This is an optimization exercise on Yosys and OpenROAD, whose aim is small area, a short achievable clock period and few clock cycles, not a production implementation. RTL that was checked went through simulation tests only; none was proved equivalent to the original. Only the layout flow was run in run 1; the RTL was not checked for function there. Power is estimated from default activity; no workload was simulated.

File: design.v
module Mips_Processor (
    input             clk,
    input             rst,
    output     [15:0] mem_addr,
    output            mem_wr,
    output     [15:0] mem_wdata,
    input      [15:0] mem_rdata,
    output reg        wb_we,
    output reg [3:0]  wb_rd,
    output reg [15:0] wb_data
);
    localparam OP_ADD  = 4'd0,  OP_ADDM = 4'd1,  OP_SUB = 4'd2,  OP_ADDI = 4'd3;
    localparam OP_MUL  = 4'd4,  OP_AND  = 4'd5,  OP_SHL = 4'd6,  OP_LW   = 4'd7;
    localparam OP_LWI  = 4'd8,  OP_SW   = 4'd9,  OP_SWI = 4'd10, OP_CLR  = 4'd11;
    localparam OP_LI   = 4'd12, OP_CMP  = 4'd13, OP_BNE = 4'd14, OP_J    = 4'd15;
    function writes_reg(input [3:0] op);
        writes_reg = (op == OP_ADD) || (op == OP_ADDM) || (op == OP_SUB) || (op == OP_ADDI) ||
                     (op == OP_AND) || (op == OP_SHL) || (op == OP_LW) || (op == OP_LWI) ||
                     (op == OP_CLR) || (op == OP_LI);
    endfunction
    function uses_ba(input [3:0] op);
        uses_ba = (op == OP_ADDM) || (op == OP_LW) || (op == OP_LWI) || (op == OP_SW) || (op == OP_SWI);
    endfunction
    function is_load(input [3:0] op);
        is_load = (op == OP_ADDM) || (op == OP_LW) || (op == OP_LWI);
    endfunction
    function b_is_reg(input [3:0] op);
        b_is_reg = (op == OP_ADD) || (op == OP_SUB) || (op == OP_MUL) || (op == OP_AND) || (op == OP_CMP);
    endfunction
    function real_rd(input [3:0] r);
        real_rd = (r != 4'd0) && (r != 4'd9) && (r != 4'd12) && (r != 4'd13);
    endfunction
    function is_hilo(input [3:0] r);
        is_hilo = (r == 4'd12) || (r == 4'd13);
    endfunction
    reg  [15:0] pc;
    reg         d_valid;
    reg  [15:0] d_ir;
    reg         e_valid;
    reg  [3:0]  e_op, e_rd;
    reg  [15:0] e_v1, e_v2, e_imm;
    reg         e_fm1, e_fw1, e_fm2, e_fw2;
    reg         e_fwd;           
    reg         m_valid, m_port, m_wr, m_phase, m_fwd;
    reg  [3:0]  m_op, m_rd;
    reg  [15:0] m_res, m_s;
    reg  [3:0]  sr;              
    reg  [15:0] hi, lo, mcand;
    reg  [2:0]  mcnt;
    reg  [15:0] rf [0:15];
    wire m_two  = (m_op == OP_LWI) || (m_op == OP_SWI);
    wire freeze = m_valid && m_two && !m_phase;    
    assign mem_addr  = m_port ? m_res : pc;
    assign mem_wr    = m_wr;
    assign mem_wdata = m_s;
    reg [15:0] m_result;
    always @* begin
        case (m_op)
            OP_ADDM:       m_result = m_s + mem_rdata;
            OP_LW, OP_LWI: m_result = mem_rdata;
            default:       m_result = m_res;
        endcase
    end
    wire [15:0] f1 = e_fm1 ? m_res : (e_fw1 ? wb_data : e_v1);
    wire [15:0] f2 = e_fm2 ? m_res : (e_fw2 ? wb_data : e_v2);
    wire        e_sub = (e_op == OP_SUB) || (e_op == OP_CMP);
    wire [15:0] e_b   = b_is_reg(e_op) ? f2 : e_imm;
    wire [16:0] e_sum = {1'b0, f1} + {1'b0, e_sub ? ~e_b : e_b} + {16'd0, e_sub};
    wire        e_eq  = (f1 == f2);
    wire [15:0] e_shl = (e_imm[7:4] != 4'd0) ? 16'd0 : (f1 << e_imm[3:0]);
    wire [3:0]  e_sr  = {e_eq, e_sum[15], e_sum[16], (f1[15] != f2[15]) && (e_sum[15] != f1[15])};
    reg [15:0] e_res;
    always @* begin
        case (e_op)
            OP_AND:         e_res = f1 & f2;
            OP_SHL:         e_res = e_shl;
            OP_CLR, OP_LI:  e_res = e_imm;
            OP_CMP:         e_res = {e_sr, 12'd0};
            default:        e_res = e_sum[15:0];
        endcase
    end
    wire e_cmp = e_valid && (e_op == OP_CMP);
    wire e_mul = e_valid && (e_op == OP_MUL);
    wire [3:0]  d_op  = d_ir[15:12];
    wire        d_ba  = uses_ba(d_op);
    wire [3:0]  d_r1  = d_ba ? 4'd10 : d_ir[11:8];
    wire [3:0]  d_r2  = d_ba ? d_ir[11:8] : d_ir[7:4];
    wire        d_rd1 = (d_op != OP_LI) && (d_op != OP_CLR) && (d_op != OP_BNE) && (d_op != OP_J);
    wire        d_rd2 = b_is_reg(d_op) || (d_op == OP_ADDM) || (d_op == OP_SW) || (d_op == OP_SWI);
    wire [15:0] d_sx  = {{8{d_ir[7]}}, d_ir[7:0]};
    wire [15:0] d_sx2 = {d_sx[14:0], 1'b0};
    reg  [15:0] d_imm;
    always @* begin
        case (d_op)
            OP_ADDM, OP_LW, OP_LI: d_imm = d_sx2;
            OP_CLR:                d_imm = 16'd0;
            default:               d_imm = d_sx;
        endcase
    end
    wire [3:0]  d_dest = (d_op == OP_CMP) ? 4'd9 : d_ir[11:8];
    wire        d_fwd  = (writes_reg(d_op) && !is_load(d_op) && real_rd(d_ir[11:8])) || (d_op == OP_CMP);
    function [15:0] rd_reg(input [3:0] r);
        if (r == 4'd0)
            rd_reg = 16'd0;
        else if (r == 4'd9)
            rd_reg = {sr, 12'd0};
        else if (r == 4'd12)
            rd_reg = hi;
        else if (r == 4'd13)
            rd_reg = lo;
        else if (wb_we && wb_rd == r)
            rd_reg = wb_data;
        else
            rd_reg = rf[r];
    endfunction
    wire e_load  = e_valid && is_load(e_op) && real_rd(e_rd);
    wire m_wreal = m_valid && writes_reg(m_op) && real_rd(m_rd);
    wire load_use = e_load && ((d_rd1 && d_r1 == e_rd) || (d_rd2 && d_r2 == e_rd));
    wire mul_busy = e_mul || (mcnt != 3'd0);
    wire hilo_use = mul_busy && ((d_rd1 && is_hilo(d_r1)) || (d_rd2 && is_hilo(d_r2)));
    wire stall_d  = load_use || hilo_use;
    wire d_adv    = d_valid && !freeze && !stall_d;
    wire br_taken = !(e_cmp ? e_eq : sr[3]);
    wire mispred  = d_valid && (d_op == OP_BNE) && !freeze && !br_taken;
    wire [15:0] pcp2   = pc + 16'd2;
    wire [3:0]  f_op   = mem_rdata[15:12];
    wire [15:0] f_sx2  = {{7{mem_rdata[7]}}, mem_rdata[7:0], 1'b0};
    wire        take   = !m_port && (!d_valid || d_adv) && !mispred;
    integer i;
    always @(posedge clk) begin
        if (rst) begin
            pc <= 16'd0;
            d_valid <= 1'b0;
            e_valid <= 1'b0;
            m_valid <= 1'b0;
            m_port <= 1'b0;
            m_wr <= 1'b0;
            m_phase <= 1'b0;
            wb_we <= 1'b0;
            sr <= 4'd0;
            hi <= 16'd0;
            lo <= 16'd0;
            mcnt <= 3'd0;
            for (i = 0; i < 16; i = i + 1)
                rf[i] <= 16'd0;
        end else begin
            if (wb_we && real_rd(wb_rd))
                rf[wb_rd] <= wb_data;
            wb_we   <= m_valid && writes_reg(m_op) && !freeze;
            wb_rd   <= m_rd;
            wb_data <= m_result;
            if (e_mul && !freeze) begin
                hi    <= 16'd0;
                lo    <= f2;
                mcand <= f1;
                mcnt  <= 3'd4;
            end else if (mcnt != 3'd0) begin
                {hi, lo} <= {({4'd0, hi} + mcand * lo[3:0]), lo[15:4]};
                mcnt <= mcnt - 3'd1;
            end
            if (freeze) begin
                m_phase <= 1'b1;
                m_res   <= mem_rdata;
                m_wr    <= (m_op == OP_SWI);
                e_v1    <= f1;
                e_v2    <= f2;
                e_fw1   <= 1'b0;
                e_fw2   <= 1'b0;
            end else begin
                m_valid <= e_valid;
                m_op    <= e_op;
                m_rd    <= e_rd;
                m_res   <= e_res;
                m_s     <= f2;
                m_fwd   <= e_valid && e_fwd;
                m_port  <= e_valid && uses_ba(e_op);
                m_wr    <= e_valid && (e_op == OP_SW);
                m_phase <= 1'b0;
                if (e_cmp)
                    sr <= e_sr;
                e_valid <= d_adv && (d_op != OP_BNE);
                e_op    <= d_op;
                e_rd    <= d_dest;
                e_fwd   <= d_fwd;
                e_v1    <= rd_reg(d_r1);
                e_v2    <= rd_reg(d_r2);
                e_imm   <= d_imm;
                e_fm1   <= e_valid && e_fwd && (e_rd == d_r1);
                e_fm2   <= e_valid && e_fwd && (e_rd == d_r2);
                e_fw1   <= m_wreal && (m_rd == d_r1);
                e_fw2   <= m_wreal && (m_rd == d_r2);
            end
            if (mispred) begin
                pc <= pc - d_sx2;
                d_valid <= 1'b0;
            end else if (take) begin
                if (f_op == OP_J) begin
                    pc <= {pcp2[15:13], mem_rdata[11:0], 1'b0};
                    d_valid <= 1'b0;
                end else begin
                    pc <= (f_op == OP_BNE) ? pcp2 + f_sx2 : pcp2;
                    d_valid <= 1'b1;
                    d_ir <= mem_rdata;
                end
            end else if (d_adv) begin
                d_valid <= 1'b0;
            end
        end
    end
endmodule
File: run.sh
#!/bin/bash
# synth_recipe.tcl (not shown) runs the flow's synth.tcl, then flattens the netlist and writes it again
# the make line also repeats each setting of config.mk as NAME=value (left out here)
make -C /OpenROAD-flow-scripts/flow DESIGN_CONFIG=/design/flow/config.mk WORK_HOME=/design/flow/orfs CLKGATE_MAP_FILE= SYNTH_SCRIPT=/design/flow/synth_recipe.tcl finish
File: config.mk
export PLATFORM = sky130hd
export DESIGN_NAME = Mips_Processor
export DESIGN_NICKNAME = Mips_Processor
export VERILOG_FILES = /design/flow/design.v
export SDC_FILE = /design/flow/constraint.sdc
export NUM_CORES = 4
export LEC_CHECK = 0
export CAP_MARGIN = 20
export CORE_MARGIN = 2
export CORE_UTILIZATION = 40
export PLACE_DENSITY = 0.6
export SLEW_MARGIN = 20
File: constraint.sdc
create_clock -name core_clock -period 11.0 [get_ports {clk}]
set_input_delay 2.2000 -clock core_clock [delete_from_list [all_inputs] [get_ports {clk}]]
set_output_delay 2.2000 -clock core_clock [all_outputs]
set_load 0.01 [all_outputs]
==> flow_summary.json, run 1 <==
{
  "outcome": "timing/DRC/antenna clean",
  "insertion_delay_ns": 0.65,
  "clk_path_buf_depth": 3,
  "internal_power_w": 0.00391,
  "dr.pass1.iters": 6,
  "clk_pin_slew_ns": 0.06,
  "yosysMostFrequentCell": "nand2_1",
  "seq_area_um2": 13300,
  "core_area_um2": 79100,
  "initial_core_util_pct": 40.4,
  "die_w_um": 287,
  "synthArstFlopShare_pct": 0,
  "swShare_pct": 36.8,
  "grt_max_degree": 69,
  "slowest_stage": "edfxtp_1",
  "syn_area_um2": 32000,
  "synth_edf_count": 402,
  "yosys_warnings": 1,
  "max_freq_ghz": 0.200,
  "drc": 0,
  "gp_congestion": 0.971,
  "viasPerCell": 6.08,
  "synthFlopType": "edfxtp_1",
  "wl_per_cell_um": 25.7,
  "post-route-min-period_ns": 5.01,
  "grt_pass1_vias": 26000,
  "slowest_delay_ns": 1.08,
  "p_switching_w": 0.00228,
  "p_total_w": 0.00618,
  "finClkSkew_ns": 0.0303,
  "cp_max_fo": 17,
  "clock_sinks": 463,
  "dp_hpwl_mm": 80.2,
  "setup_violations": 0,
  "cts_root_buf": "clkbuf_16",
  "ys_seq_elements": 463,
  "n_antenna_cell": 0,
  "tns_ns": 0,
  "ant_nets": 0,
  "rsz0062_at_grt": "false",
  "fill_cells": 7675,
  "end_kind": "register",
  "htree_num_levels": 2,
  "multi_input_area_um2": 17500,
  "drt_wl_total_mm": 117,
  "netlist_instances": 3423,
  "worstPathCellList": "mux2i_1 > o21ai_0 > buf_2 > ha_1 > nor4_1 > nand4_1 > nor2_1 > a21oi_1 > or3_1 > nand2_1 > a211oi_2 > buf_4",
  "postCtsSetupRepairBufs": 0,
  "hold_viol": 0,
  "avgSynthCellArea_um2": 9.35,
  "synth.distinct_cells": 101,
  "io_buffer_count": 71,
  "grt_overflow": 0,
  "slew_violations": 0,
  "ioPinCount": 72,
  "ff2ff_setup_slack_ns": 5.99,
  "p_comb_share_pct": 31.1,
  "grt_first_pass_wirelength_mm": 171,
  "fin_crit_sh_pct": 45.5,
  "fin_hold_ws_ns": 0.493,
  "die_area_um2": 82300,
  "track_usage_pct": 27.8,
  "synth_top_area_share_pct": 37.7,
  "drive_gt1_share_pct": 8.08,
  "antenna_found_initial": 5,
  "ys_seq_area_share_pct": 41.5,
  "cts_tree": "yes",
  "relSlewSlack_pct": 26.2,
  "cp_data_required_time_ns": 11.37,
  "drt_iter0_drc": 3882,
  "ctsResizeCount": 0,
  "die_h_um": 287,
  "pwr-share-seq_pct": 37.3,
  "synth_area_leaders": "edfxtp_1 38%, nand2_1 6.5%, ha_1 4.1%, dfxtp_1 3.8%, mux2i_1 3.8%",
  "dr_total_vias": 27600,
  "cts_buffers": 55,
  "nNetsFinal": 3620,
  "drv_cap": 0,
  "clkPwrFrac_pct": 31.6,
  "cts-hold-fix-buffers": 0,
  "p_leak_nw": 13.7,
  "power_density_nw_per_um2": 173,
  "synthTopCellsByCount": "556 x nand2_1, 402 x edfxtp_1, 208 x nor2_1, 183 x a21oi_1, 175 x and2_1",
  "row_count": 103,
  "vdd_ir_drop_max_uv": 136,
  "startpoint_type": "register",
  "tightest_slew_ns": 1.11,
  "area_delta_synth_final_pct": 11.8,
  "cp.arrival_ns": 5.38,
  "worstSetupPathType": "reg2reg",
  "yosys.area.top_type": "edfxtp_1",
  "min_path_type": "reg2reg"
}
==> kinds of logic after synthesis <==
family / after synthesis / synth area share [%]
mux: 169 / 6.15
buf+inv: 357 / 4.76
simple gates: 1375 / 20.6
flops: 463 / 41.5
other cells: 1 / 0.0117
fa+ha+maj: 154 / 7.12
xor+xnor: 113 / 3.15
compound gates: 791 / 16.6
==> flip-flops by register name (all words and copies together), names as in the netlist, 9 cells and up <==
name / flops
rf: 256
d_ir: 16
e_v1: 16
e_v2: 16
hi: 16
lo: 16
m_res: 16
m_s: 16
mcand: 16
wb_data: 16
pc: 15
e_imm: 9
==> final cells by class <==
class | instances | area share, %
inverter | 99 | 1.05
tap | 1050 | 3.67
clock inverter | 31 | 1.22
multi-input combinational | 2666 | 48.9
clock buffer | 68 | 4.04
timing repair buffer | 164 | 3.93
sequential | 463 | 37.2
==> cells in the final DEF (no fill, tap or decap), types with 21 or more instances in the layout <==
master	count
o21ai_0	109
buf_4	92
nand2b_1	24
nand2_1	554
o21ai_1	29
mux2i_1	120
o22ai_1	33
xnor2_1	56
nor2b_1	47
nor2_1	205
edfxtp_1	402
inv_1	94
and3_1	54
o21a_1	22
clkdlybuf4s50_1	70
xor2_1	56
o211ai_1	21
a311oi_1	34
a211oi_1	114
nand3_1	117
conb_1	64
and2_1	175
mux2_2	29
a21oi_1	182
ha_1	105
nor3_1	87
dfxtp_1	61
clkbuf_16	56
fa_1	47
a31oi_1	52
==> layer usage <==
| metal | GRT usage [%] | vias to the layer above | part of all wire (%) |
|---|---|---|---|
| li1 | - | 12500 | - |
| met1 | 39.3 | 13400 | 42 |
| met2 | 42.1 | 1447 | 44 |
| met3 | 4.62 | 250 | 9.6 |
| met4 | 11.8 | 0 | 4.7 |
| met5 | 0 | - | 0 |
==> worst max-delay path, delay by kind of cell (launching register included) <==
family	cells	cell delay, ns
muxes	1	0.16
DFF	1	1.08
AOI/OAI and AO/OA	3	0.96
buffers and inverters	2	0.54
adders and majority gates	1	0.24
and+or+nand+nor	5	1.74
==> per-stage QoR <==
step                      setup WS, ns  utilization [%]  cells  area, µm²
final                             5.99             45.2   4541      35800
after global routing              5.68             45.2   4541      35800
after CTS                         6.04             45.2   4540      35800
after detailed placement          5.40             42.8   4441      33900
after global placement            5.34             42.8   4439      33900
after floorplan                   4.52                -   3486      32200
==> path summary, 6_finish.rpt <==
| path | depth (start not counted) | startpoint | to |
|---|---|---|---|
| max reg2reg | 12 | wb_data[13]$_DFFE_PN_ | d_ir[14]$_DFFE_PP_ |
| min | 2 | mcnt[1]$_SDFFE_PP0P_ | mcnt[1]$_SDFFE_PP0P_ |
| min reg2reg | 2 | mcnt[1]$_SDFFE_PP0P_ | mcnt[1]$_SDFFE_PP0P_ |
| max | 12 | wb_data[13]$_DFFE_PN_ | d_ir[14]$_DFFE_PP_ |
==> power by group through the flow <==
stage          Clock, W  Combinational (W)  Sequential, W
3_3_place_gp          0            0.00186        0.00233
4_1_cts         0.00197            0.00188        0.00230
2_1_floorplan         0            0.00123        0.00222
6_report        0.00195            0.00192        0.00231
5_1_grt         0.00204            0.00205        0.00231
3_5_place_dp          0            0.00186        0.00233
==> run 2: changes to the inputs <==
--- a/design.v
+++ b/design.v
@@ -120,12 +120,13 @@
     wire hilo_use = mul_busy && ((d_rd1 && is_hilo(d_r1)) || (d_rd2 && is_hilo(d_r2)));
     wire stall_d  = load_use || hilo_use;
     wire d_adv    = d_valid && !freeze && !stall_d;
-    wire br_taken = !(e_cmp ? e_eq : sr[3]);
-    wire mispred  = d_valid && (d_op == OP_BNE) && !freeze && !br_taken;
+    wire d_bne    = d_valid && (d_op == OP_BNE);
+    wire mis_e    = e_valid && (e_op == OP_BNE) && sr[3] && !freeze;
+    wire mis_d    = d_bne && !e_cmp && sr[3] && !freeze && !mis_e;
     wire [15:0] pcp2   = pc + 16'd2;
     wire [3:0]  f_op   = mem_rdata[15:12];
     wire [15:0] f_sx2  = {{7{mem_rdata[7]}}, mem_rdata[7:0], 1'b0};
-    wire        take   = !m_port && (!d_valid || d_adv) && !mispred;
+    wire        take   = !m_port && (!d_valid || d_adv) && !mis_d && !mis_e;
     integer i;
     always @(posedge clk) begin
         if (rst) begin
@@ -178,11 +179,11 @@
                 m_phase <= 1'b0;
                 if (e_cmp)
                     sr <= e_sr;
-                e_valid <= d_adv && (d_op != OP_BNE);
+                e_valid <= d_adv && !mis_e && (!d_bne || e_cmp);
                 e_op    <= d_op;
                 e_rd    <= d_dest;
                 e_fwd   <= d_fwd;
-                e_v1    <= rd_reg(d_r1);
+                e_v1    <= d_bne ? pc - d_sx2 : rd_reg(d_r1);    
                 e_v2    <= rd_reg(d_r2);
                 e_imm   <= d_imm;
                 e_fm1   <= e_valid && e_fwd && (e_rd == d_r1);
@@ -190,7 +191,10 @@
                 e_fw1   <= m_wreal && (m_rd == d_r1);
                 e_fw2   <= m_wreal && (m_rd == d_r2);
             end
-            if (mispred) begin
+            if (mis_e) begin
+                pc <= e_v1;
+                d_valid <= 1'b0;
+            end else if (mis_d) begin
                 pc <= pc - d_sx2;
                 d_valid <= 1'b0;
             end else if (take) begin
==> flow/run.sh (new file) <==
#!/bin/bash
# Standard layout, with timing repair aimed at 8 ns of setup slack.
set -euo pipefail
bash standard.sh SETUP_SLACK_MARGIN=8 finish > flow_make.log 2>&1
==> standard.sh (new file) <==
#!/bin/bash
# synth_recipe.tcl (not shown) runs the flow's synth.tcl, then flattens the netlist and writes it again
# the make line also repeats each setting of config.mk as NAME=value (left out here)
make -C /OpenROAD-flow-scripts/flow DESIGN_CONFIG=/design/flow/config.mk WORK_HOME=/design/flow/orfs CLKGATE_MAP_FILE= SYNTH_SCRIPT=/design/flow/synth_recipe.tcl "${@:-finish}"
removed: run.sh
==> run 2 against run 1 <==
Against the previous run: still clean on timing, DRC and antenna; non-clock buffer count grew 463; global-route usage increased by 7.2 points; clock power hardly changed; fmax grew 17%; final cell count increased by 8.2%; critical path depth is 5 higher; clock skew rose by 0.084 ns; count of clock-buffer cells in the layout decreased by 1; combinational power up 67%; die area is 1.5% lower.
==> flow_summary.json, run 2 <==
{
  "die_w_um": 285,
  "yosysMostFrequentCell": "nand2_1",
  "min_path_type": "reg2reg",
  "drv_cap": 0,
  "final_cell_mix": "465 x nand2_1, 402 x edfxtp_1, 310 x buf_4, 283 x and2_1, 153 x nor2_1",
  "slew_violations": 0,
  "grt_first_pass_wirelength_mm": 207,
  "dr.pass1.iters": 7,
  "syn_area_um2": 31500,
  "synthFlopType": "edfxtp_1",
  "end_kind": "register",
  "ff2ff_setup_slack_ns": 6.73,
  "fin_crit_sh_pct": 38.8,
  "cts_tree": "yes",
  "grt_overflow": 0,
  "grt_pass1_vias": 28900,
  "core_area_um2": 77700,
  "nNetsFinal": 3996,
  "clk_path_buf_depth": 3,
  "die_h_um": 285,
  "wl_per_cell_um": 30.7,
  "fin_hold_ws_ns": 0.500,
  "die_area_um2": 81000,
  "synthTopCellsByCount": "504 x nand2_1, 402 x edfxtp_1, 293 x and2_1, 187 x a21oi_1, 187 x nor2_1",
  "htree_num_levels": 2,
  "synth_edf_count": 402,
  "ioPinCount": 72,
  "yosys.area.top_type": "edfxtp_1",
  "relSlewSlack_pct": 19.4,
  "dr_total_vias": 31700,
  "drt_iter0_drc": 5112,
  "p_leak_nw": 17.8,
  "cts_buffers": 54,
  "cts_root_buf": "clkbuf_16",
  "clock_sinks": 464,
  "drt_wl_total_mm": 151,
  "max_freq_ghz": 0.234,
  "worstSetupPathType": "reg2reg",
  "grt_max_degree": 86,
  "final_common_cell": "nand2_1",
  "tightest_slew_ns": 1.19,
  "max_flop_register": "rf",
  "insertion_delay_ns": 0.70,
  "antenna_found_initial": 12,
  "r2r_end": "hi[15]$_SDFFE_PP0P_",
  "multi_input_area_um2": 20800,
  "synth.distinct_cells": 98,
  "ys_seq_elements": 464,
  "avgSynthCellArea_um2": 9.51,
  "hold_path_startpoint": "mcnt[1]$_SDFFE_PP0P_",
  "io_buffer_count": 71,
  "seq_area_um2": 13300,
  "fill_cells": 6191,
  "cp_max_fo": 5,
  "rsz0062_at_grt": "true",
  "post-route-min-period_ns": 4.27,
  "ant_nets": 0,
  "finClkSkew_ns": 0.114,
  "reg2reg_from": "lo[1]$_SDFFE_PP0P_",
  "outcome": "timing/DRC/antenna clean",
  "area_delta_synth_final_pct": 43.8,
  "power_density_nw_per_um2": 164,
  "min_to": "mcnt[1]$_SDFFE_PP0P_",
  "hold_depth": 2,
  "viasPerCell": 6.46,
  "startpoint_type": "register",
  "hold_viol": 0,
  "dp_hpwl_mm": 82.8,
  "synth_area_leaders": "edfxtp_1 38%, nand2_1 6.0%, and2_1 5.8%, ha_1 4.2%, dfxtp_1 3.9%",
  "yosys_warnings": 1,
  "cp_data_required_time_ns": 11.46,
  "clk_pin_slew_ns": 0.06,
  "ys_seq_area_share_pct": 42.3,
  "gp_congestion": 1.00,
  "track_usage_pct": 35.0,
  "tns_ns": 0,
  "drive_gt1_share_pct": 33.1,
  "setup_violations": 0,
  "cp.arrival_ns": 4.74,
  "synthArstFlopShare_pct": 0,
  "largest_reg_flops": 256,
  "drc": 0,
  "initial_core_util_pct": 40.5,
  "vdd_ir_drop_max_uv": 129,
  "synth_top_area_share_pct": 38.3,
  "ff2ff_path_depth": 17,
  "netlist_instances": 3313,
  "row_count": 102
}
run 2: cell count changes in the layout (fill, tap and decap cells not counted), sizes merged, moves of 15 or more:
cell           before  now
a211oi            115  143
a221oi             10   30
a31oi              52   82
and2              175  295
and3               54   22
buf                94  598
bufbuf              0   15
clkdlybuf4s50      70    0
nand2             556  504
nand3             118   42
nor2              213  190
nor3               88   35
run 2: stage by stage:
stage | setup slack [ns] | utilization, % | total power (W) | std cells | instance area (µm²)
6_report | 6.73 | 58.3 | 0.00742 | 4912 | 45300
2_1_floorplan | 6.54 | - | 0.00348 | 3376 | 32800
4_1_cts | 6.65 | 55.5 | 0.00699 | 4811 | 43200
3_5_place_dp | 5.42 | 44.2 | 0.00428 | 4329 | 34300
3_3_place_gp | 5.47 | 44.2 | 0.00428 | 4328 | 34300
5_1_grt | 6.57 | 58.3 | 0.00755 | 4911 | 45300
run 2: cell type report:
cell class / count / area share, %
multi-input combinational: 2584 / 46.0
sequential: 464 / 29.4
timing repair buffer: 627 / 16.6
clock buffer: 67 / 3.16
tap: 1040 / 2.87
clock inverter: 35 / 0.986
inverter: 92 / 0.828
timing repair inverter: 2 / 0.0718
antenna: 1 / 0.00552
run 2: report_power, final:
part           internal (W)  switching [W]
clock               0.00112       0.000838
combinational       0.00135        0.00186
sequential          0.00210       0.000162
total               0.00456        0.00286
run 2: worst max-delay path, stage by stage, from the launching register on:
cell and delay (ns):
dfxtp_4 0.40, buf_12 0.14, nand2_4 0.04, fa_1 0.51, fa_1 0.45, fa_1 0.54, inv_2 0.05, ha_4 0.21
a21o_1 0.17, a21o_1 0.18, nand2_2 0.09, a211oi_2 0.07, o31a_1 0.30, o41ai_4 0.37, o21bai_2 0.13, a41oi_2 0.15
mux2i_1 0.19, o211ai_1 0.09
run 2: layer usage:
metal	part of all wire, %	GRT usage (%)	vias to the layer above
li1	-	-	13100
met1	37	46.6	15300
met2	41	50.3	2640
met3	15	11.0	698
met4	7.1	19.3	18
met5	0.19	0	-
run 2: logic make-up (layout without fill, tap and decap cells):
kind of cell	Yosys count	in the layout	share of synthesized area, %
other	1	65	0.0119
AND/OR/NAND/NOR	1232	1234	19.1
multiplexers	134	134	4.72
flip-flops	464	464	42.3
buffers and inverters	334	823	4.23
AO/OA/AOI/OAI	874	878	19.1
XOR/XNOR	121	121	3.36
adder cells (fa/ha/maj)	153	153	7.20
run 2: worst max path at each step:
stage	start	end	slack [ns]
5_1_grt	mcand[4]$_DFFE_PP_	hi[15]$_SDFFE_PP0P_	6.57
3_3_place_gp	mem_rdata[0]	pc[15]$_SDFFE_PP0P_	5.47
2_1_floorplan	mem_rdata[0]	pc[15]$_SDFFE_PP0P_	6.54
4_1_cts	lo[1]$_SDFFE_PP0P_	hi[15]$_SDFFE_PP0P_	6.65
3_5_place_dp	mem_rdata[0]	pc[15]$_SDFFE_PP0P_	5.42
6_report	lo[1]$_SDFFE_PP0P_	hi[15]$_SDFFE_PP0P_	6.73
run 2: what timing repair did:
item                       in CTS  in global routing
hold buffers                    0                  0
pin swaps                     265                219
buffers inserted              336                 95
setup endpoints to repair     578                290
gates cloned                   44                  5
resized for setup             916                247
Testbench counts of run 2, summed over its fixed seeds: cycles 23,254.
==> run 3: changes to the inputs <==
==> flow/run.sh (replaced) <==
#!/bin/bash
# Standard layout, with timing repair aimed at 7 ns of setup slack.
set -euo pipefail
bash standard.sh SETUP_SLACK_MARGIN=7 finish > flow_make.log 2>&1
==> run 3 against run 2 <==
Against the previous run: clock skew down 0.048 ns; largest power group is now registers; non-clock buffer count down 336; power down 15%; hold slack worse by 0.0075 ns; design area down 17%; count of clock-buffer cells in the layout down 3; clock power down 5%; sequential power about the same; final cell count down 6.9%; global-route usage down 6.2 points.
==> flow_summary.json, run 3 <==
{
  "cts_root_buf": "clkbuf_16",
  "core_area_um2": 77700,
  "setup_violations": 0,
  "clk_pin_slew_ns": 0.07,
  "post-route-min-period_ns": 4.12,
  "ys_seq_elements": 464,
  "clock_sinks": 464,
  "synth_top_area_share_pct": 38.3,
  "p_total_w": 0.00634,
  "reg2reg_from": "lo[1]$_SDFFE_PP0P_",
  "slew_violations": 0,
  "p_switching_w": 0.00236,
  "grt_overflow": 0,
  "hold_depth": 2,
  "drive_gt1_share_pct": 15.6,
  "grt_pass1_vias": 26000,
  "die_w_um": 285,
  "max_flop_register": "rf",
  "synthFlopType": "edfxtp_1",
  "layout_setup_ws_ns": 6.88,
  "worstPathCellList": "buf_12 > nand2_4 > fa_1 > inv_1 > fa_1 > fa_1 > ha_4 > o21ai_2 > nand2b_1 > a21oi_2 > a211oi_2 > o31a_1 > o41ai_4 > o21bai_2 > a41oi_2 > mux2i_1 > o211ai_1",
  "ys_seq_area_share_pct": 42.3,
  "synthArstFlopShare_pct": 0,
  "power_density_nw_per_um2": 169,
  "cp_num_buf_inv": 2,
  "relSlewSlack_pct": 21.8,
  "vdd_ir_drop_max_uv": 157,
  "cp.arrival_ns": 4.64,
  "grt_first_pass_wirelength_mm": 175,
  "syn_area_um2": 31500,
  "slowest_delay_ns": 0.55,
  "area_delta_synth_final_pct": 19.4,
  "ff2ff_setup_slack_ns": 6.88,
  "hold_path_startpoint": "sr[1]$_SDFFE_PP0P_",
  "cts_tree": "yes",
  "cts_buffers": 56,
  "tns_ns": 0,
  "ant_nets": 0,
  "ioPinCount": 72,
  "die_area_um2": 81000,
  "synth_area_leaders": "edfxtp_1 38%, nand2_1 6.0%, and2_1 5.8%, ha_1 4.2%, dfxtp_1 3.9%",
  "max_freq_ghz": 0.243,
  "wl_per_cell_um": 26.4,
  "htree_num_levels": 2,
  "avgSynthCellArea_um2": 9.51,
  "drv_cap": 0,
  "grt_max_degree": 75,
  "ff2ff_path_depth": 17,
  "end_kind": "register",
  "dr.pass1.iters": 6,
  "synth.distinct_cells": 98,
  "yosys.area.top_type": "edfxtp_1",
  "viasPerCell": 6.13,
  "cp_max_fo": 6,
  "p_comb_share_pct": 35.2,
  "clkPwrFrac_pct": 29.1,
  "drc": 0,
  "swShare_pct": 37.3,
  "synthTopCellsByCount": "504 x nand2_1, 402 x edfxtp_1, 293 x and2_1, 187 x a21oi_1, 187 x nor2_1",
  "grt_use_met1_pct": 41.3,
  "cts-hold-fix-buffers": 0,
  "slowest_stage": "fa_1",
  "hold_viol": 0,
  "drt_iter0_drc": 3471,
  "dp_hpwl_mm": 79.5,
  "finClkSkew_ns": 0.0667,
  "rsz0062_at_grt": "true",
  "nNetsFinal": 3656,
  "gp_congestion": 1.01,
  "internal_power_w": 0.00397,
  "critPathTopFamily": "adder cells",
  "die_h_um": 285,
  "yosysMostFrequentCell": "nand2_1",
  "min_to": "sr[1]$_SDFFE_PP0P_",
  "largest_reg_flops": 256,
  "startpoint_type": "register",
  "grt_use_met2_pct": 42.9,
  "io_buffer_count": 71,
  "p_leak_nw": 14.5,
  "tightest_slew_ns": 1.17,
  "worstSetupPathType": "reg2reg",
  "synth_edf_count": 402,
  "row_count": 102,
  "initial_core_util_pct": 40.5,
  "drt_wl_total_mm": 121,
  "top_usage_layer": "met2",
  "final_common_cell": "nand2_1",
  "yosys_warnings": 1,
  "cp_data_required_time_ns": 11.52,
  "min_path_type": "reg2reg",
  "pwr-share-seq_pct": 35.6,
  "dr_total_vias": 28000,
  "clk_path_buf_depth": 3,
  "pre_cts_ws_ns": 5.54,
  "track_usage_pct": 28.8,
  "fin_crit_sh_pct": 37.5,
  "antenna_found_initial": 4,
  "final_cell_mix": "497 x nand2_1, 402 x edfxtp_1, 290 x and2_1, 181 x buf_4, 173 x nor2_1",
  "met3_usage_pct": 5.46,
  "r2r_end": "hi[15]$_SDFFE_PP0P_",
  "cpMostUsedCell": "fa_1",
  "insertion_delay_ns": 0.66,
  "netlist_instances": 3313,
  "outcome": "timing/DRC/antenna clean"
}
[run 3: final cells by class]
type                       count  area (µm²)
antenna                        3        7.51
sequential                   464       13300
clock inverter                37         343
inverter                      92         350
timing repair buffer         291        2650
multi-input combinational   2580       18200
fill                        7168       40100
tap                         1040        1300
clock buffer                  64        1430
[run 3: power groups by stage]
stage               Sequential, W  Clock [W]  Combinational, W
floorplan                 0.00223          0           0.00121
global placement          0.00237          0           0.00182
detailed placement        0.00237          0           0.00182
CTS                       0.00225    0.00186           0.00205
global route              0.00227    0.00193           0.00235
finish                    0.00226    0.00185           0.00223
[run 3: how the worst max path moves through the flow]
stage                                  start                   to  slack, ns  cells past startpoint
after global routing      lo[1]$_SDFFE_PP0P_  hi[15]$_SDFFE_PP0P_       6.66                     17
after CTS                 lo[1]$_SDFFE_PP0P_  hi[13]$_SDFFE_PP0P_       6.85                     17
after global placement          mem_rdata[0]  pc[15]$_SDFFE_PP0P_       5.53                     13
after floorplan                 mem_rdata[0]  pc[15]$_SDFFE_PP0P_       6.53                     12
final                     lo[1]$_SDFFE_PP0P_  hi[15]$_SDFFE_PP0P_       6.88                     17
after detailed placement        mem_rdata[0]  pc[15]$_SDFFE_PP0P_       5.54                     13
[run 3: through the flow]
| step | hold slack (ns) | cell area (µm²) | utilization (%) | cells |
|---|---|---|---|---|
| global route | 0.523 | 37600 | 48.4 | 4568 |
| finish | 0.492 | 37600 | 48.4 | 4571 |
| global placement | 0.470 | 33800 | 43.5 | 4336 |
| CTS | 0.489 | 36600 | 47.1 | 4507 |
| detailed placement | 0.479 | 33800 | 43.5 | 4336 |
| floorplan | 0.443 | 32000 | - | 3376 |
[run 3: cells by family (layout without fill, tap and decap cells)]
family          Yosys count  in the layout  synth area share, %
simple gates           1232           1232                 19.1
flops                   464            464                 42.3
other cells               1             67               0.0119
compound gates          874            876                 19.1
xor+xnor                121            121                 3.36
fa+ha+maj               153            153                 7.20
buf+inv                 334            484                 4.23
mux                     134            134                 4.72
[run 3: repair_timing]
action                                  CTS  global route
gates cloned                              2             0
endpoints found under the setup margin  206            84
pin swaps                                27            69
buffers inserted                         68            61
resized for setup                       174           123
[run 3: routing by layer]
layer,share of wire (%),up-vias,wire length [µm]
li1,-,12400,-
met1,41,13800,49600
met2,43,1522,52200
met3,11,316,13400
met4,4.6,0,5570
met5,0,-,0
[run 3: worst register-to-register path: cells and delay by family (launching register included)]
kind / cells / cell delay (ns)
simple gates: 2 / 0.12
flops: 1 / 0.38
buf+inv: 2 / 0.18
fa+ha+maj: 4 / 1.77
compound gates: 8 / 1.34
mux: 1 / 0.20

separate check: timing with driven ports:
How much do the figures lean on ideal ports? The routed layouts below were timed once more, with nothing changed but the port constraints. Step 1 assumes that a clkbuf_16 drives the clock port and a buf_2 every other input. Step 2 also shifts input and output timing later by t, the mid clock arrival at the registers, as if the neighbouring blocks saw the same clock. a / b / c = ideal ports / drivers / drivers and shift; a / b = the first two.
| run | shift t [ns] | slack for setup (ns) | hold slack, ns | latest minus earliest clock arrival (ns) | slew at the worst register clock pin (ns) |
|---|---|---|---|---|---|
| run 1 | 0.698 | 5.993 / 5.993 / 5.340 | 0.493 / 0.493 / 0.493 | 0.031 / 0.031 | 0.07 / 0.07 |
| run 2 | 0.711 | 6.728 / 6.728 / 6.229 | 0.500 / 0.500 / 0.500 | 0.114 / 0.115 | 0.07 / 0.07 |
| run 3 | 0.683 | 6.880 / 6.880 / 6.406 | 0.492 / 0.492 / 0.492 | 0.068 / 0.068 | 0.07 / 0.07 |
After both steps every run listed still meets setup and hold. For run 1, which loses most, drivers alone change the setup slack by 0.000 ns; drivers and shift together by -0.653 ns.
